This design comes from an exercise in tuning for small area, a short achievable clock period and few clock cycles per item on the open sky130 flow, not from production work. Only simulation tests tie the RTL to the original design; equivalence was not proved. Power is estimated from default activity; no workload was simulated.

// matrix_multiplier_v2
module matrix_multiplier_v2
# (
    parameter ADDR_WIDTH = 17,
    parameter DATA_WIDTH = 32
)
(
    input clk,
    input rst,
    input start,
    input [DATA_WIDTH - 1 : 0] x_data,
    input [DATA_WIDTH - 1 : 0] y_data,
    input [ADDR_WIDTH - 1 : 0] x_rows,
    input [ADDR_WIDTH - 1 : 0] y_cols,
    input [ADDR_WIDTH - 1 : 0] x_cols_y_rows,
    output reg [ADDR_WIDTH - 1 : 0] x_addr,
    output reg [ADDR_WIDTH - 1 : 0] y_addr,
    output reg [ADDR_WIDTH - 1 : 0] z_addr,
    output reg [DATA_WIDTH - 1 : 0] z_data,
    output reg z_wen,
    output reg busy
);
clock: 8.5 ns
lec_check: 0
cap_margin: 20
core_margin: 2
core_utilization: 60
cts_cluster_diameter: 100
cts_cluster_size: 20
slew_margin: 20
synth_hierarchical: 1
synth_minimum_keep_size: 0
standard.sh (not shown) runs the stock make flow with config.mk's settings and CLKGATE_MAP_FILE= SYNTH_SCRIPT=/design/flow/synth_recipe.tcl, a recipe that flattens the netlist after the stock synthesis.
==> flow/flow/run.sh <==
#!/bin/bash
# The standard layout, with the ports buffered by a plain buffer
# instead of the delay cell buffer_ports picks by default.
set -euo pipefail
bash standard.sh "BUFFER_PORTS_ARGS=-buffer_cell sky130_fd_sc_hd__buf_1" SETUP_SLACK_MARGIN=5.75 finish > standard.log 2>&1
Testbench counts at the start, summed over its fixed seeds: cycles 9,759, items 95.
Change:
==> flow/flow/run.sh (replaced) <==
#!/bin/bash
# The standard layout, with the ports buffered by a plain buffer
# instead of the delay cell buffer_ports picks by default.
set -euo pipefail
bash standard.sh "BUFFER_PORTS_ARGS=-buffer_cell sky130_fd_sc_hd__buf_1" SETUP_SLACK_MARGIN=5.65 finish > standard.log 2>&1
CORE_UTILIZATION = 75   (was 60)
CTS_CLUSTER_SIZE = 28   (was 20)
GPL_TIMING_DRIVEN = 0   (was unset)
Effect: The new run finished clean. Core utilization rises by 19 points. Wire length rose by 14%. Total power came out higher by 25%. Count of clock-buffer cells in the layout goes down by 9. Clock power drops by 15%.
Change:
CTS_CLUSTER_SIZE = 20   (was 28)
GPL_TIMING_DRIVEN = unset   (was 0)
Effect: Routed wire length shrinks by 18%; setup slack improves by 0.13 ns; cell area drops by 6.8%.
Change:
==> flow/flow/run.sh (replaced) <==
#!/bin/bash
# The standard layout, with the ports buffered by a plain buffer
# instead of the delay cell buffer_ports picks by default.
set -euo pipefail
bash standard.sh "BUFFER_PORTS_ARGS=-buffer_cell sky130_fd_sc_hd__buf_1" SETUP_SLACK_MARGIN=5.75 finish > standard.log 2>&1
CTS_CLUSTER_SIZE = 28   (was 20)
Result: Worst hold slack is better by 0.013 ns; total power is lower by 0.37%; final cell count is higher by 1.2%.


matrix_multiplier_v2 again, from the RTL that the note above started with.
clock: 8.5 ns
lec_check: 0
cap_margin: 20
core_margin: 2
core_utilization: 75
cts_cluster_diameter: 100
cts_cluster_size: 28
slew_margin: 20
synth_hierarchical: 1
synth_minimum_keep_size: 0
==> flow/flow/run.sh <==
#!/bin/bash
# The standard layout, with the ports buffered by a plain buffer
# instead of the delay cell buffer_ports picks by default.
set -euo pipefail
bash standard.sh "BUFFER_PORTS_ARGS=-buffer_cell sky130_fd_sc_hd__buf_1" SETUP_SLACK_MARGIN=5.6 finish > standard.log 2>&1
Testbench counts at the start, summed over its fixed seeds: cycles 9,759, items 95.
Change:
==> flow/flow/run.sh (replaced) <==
#!/bin/bash
# The standard layout, with the ports buffered by a plain buffer
# instead of the delay cell buffer_ports picks by default.
set -euo pipefail
bash standard.sh "BUFFER_PORTS_ARGS=-buffer_cell sky130_fd_sc_hd__buf_1" SETUP_SLACK_MARGIN=5.7 finish > standard.log 2>&1
The changed run finished clean.
Final area goes up by a few percent.
Clock power goes down by a few percent.
Cell count grows slightly.
Worst hold slack barely changes.
Count of clock-buffer cells in the layout went down by 1.
Change:
==> flow/flow/run.sh (replaced) <==
#!/bin/bash
# The standard layout, with the ports buffered by a plain buffer
# instead of the delay cell buffer_ports picks by default.
set -euo pipefail
bash standard.sh "BUFFER_PORTS_ARGS=-buffer_cell sky130_fd_sc_hd__buf_1" SETUP_SLACK_MARGIN=5.3 finish > standard.log 2>&1
--- a/flow/config.mk
+++ b/flow/config.mk
@@ -10 +10 @@
-export CORE_UTILIZATION = 75
+export CORE_UTILIZATION = 60
@@ -12 +12 @@
-export CTS_CLUSTER_SIZE = 28
+export CTS_CLUSTER_SIZE = 20
After rerunning: Area after synthesis stays the same; routed wire length goes up by 2.0%; power came out higher by 0.88%; synthesized cell count is unchanged; clock skew is higher by 0.0077 ns; worst setup slack is worse by 0.27 ns; hold slack is about the same; flip-flop and latch count does not change.
Change:
==> flow/flow/run.sh (replaced) <==
#!/bin/bash
# The standard layout, with the ports buffered by a plain buffer
# instead of the delay cell buffer_ports picks by default.
set -euo pipefail
bash standard.sh "BUFFER_PORTS_ARGS=-buffer_cell sky130_fd_sc_hd__buf_1" SETUP_SLACK_MARGIN=5.65 finish > standard.log 2>&1
--- a/flow/config.mk
+++ b/flow/config.mk
@@ -10 +10 @@
-export CORE_UTILIZATION = 60
+export CORE_UTILIZATION = 75
@@ -12 +12 @@
-export CTS_CLUSTER_SIZE = 20
+export CTS_CLUSTER_SIZE = 28
- The new run completed with no timing, DRC or antenna violations
- power rises by 0.40%
- via count rises by 2.5%
- global-route usage rose by 6.0 points
- design area barely changes
- die area drops by 20%
- clock power is lower by 14%
- maximum frequency goes up by 7.6%
- setup slack improves by 0.21 ns
- synthesized area is unchanged
- wire length drops by 2.2%

[re-timing with driven ports]
No port has a modelled driver above. Below, the same layouts with a new extraction and two added sets of constraints.
Step 1 sets driving cells, clkbuf_16 on the clock port and buf_2 on the other inputs (assumed; they add their load-dependent delay and slew).
Step 2 moves the port delays by t, midway between the first and last clock arrival at a register: inputs arrive t later, outputs are due t later. That takes back most of the time a late clock gives input paths.
a / b / c = no drivers / after step 1 / after step 2; a / b = the first two.
| run | t, ns | slack for setup (ns) | worst setup path at the end |
|---|---|---|---|
| the first run of note 1 | 0.665 | 5.704 / 5.641 / 5.223 | input to register |
| the second run of note 1 | 0.628 | 5.537 / 5.537 / 5.109 | input to register |
| the third run of note 1 | 0.651 | 5.663 / 5.615 / 5.075 | input to register |
| the fourth run of note 1 | 0.613 | 5.699 / 5.677 / 5.219 | input to register |
| the first run of note 2 | 0.623 | 5.634 / 5.576 / 5.239 | input to register |
| the second run of note 2 | 0.624 | 5.716 / 5.671 / 5.226 | input to register |
| the third run of note 2 | 0.671 | 5.450 / 5.428 / 4.939 | input to register |
| the fourth run of note 2 | 0.617 | 5.664 / 5.632 / 5.152 | input to register |
After both steps every run listed still meets setup and hold. The setup slack of the third run of note 1, which loses most, moves by -0.048 ns with the drivers and by -0.588 ns with both steps.
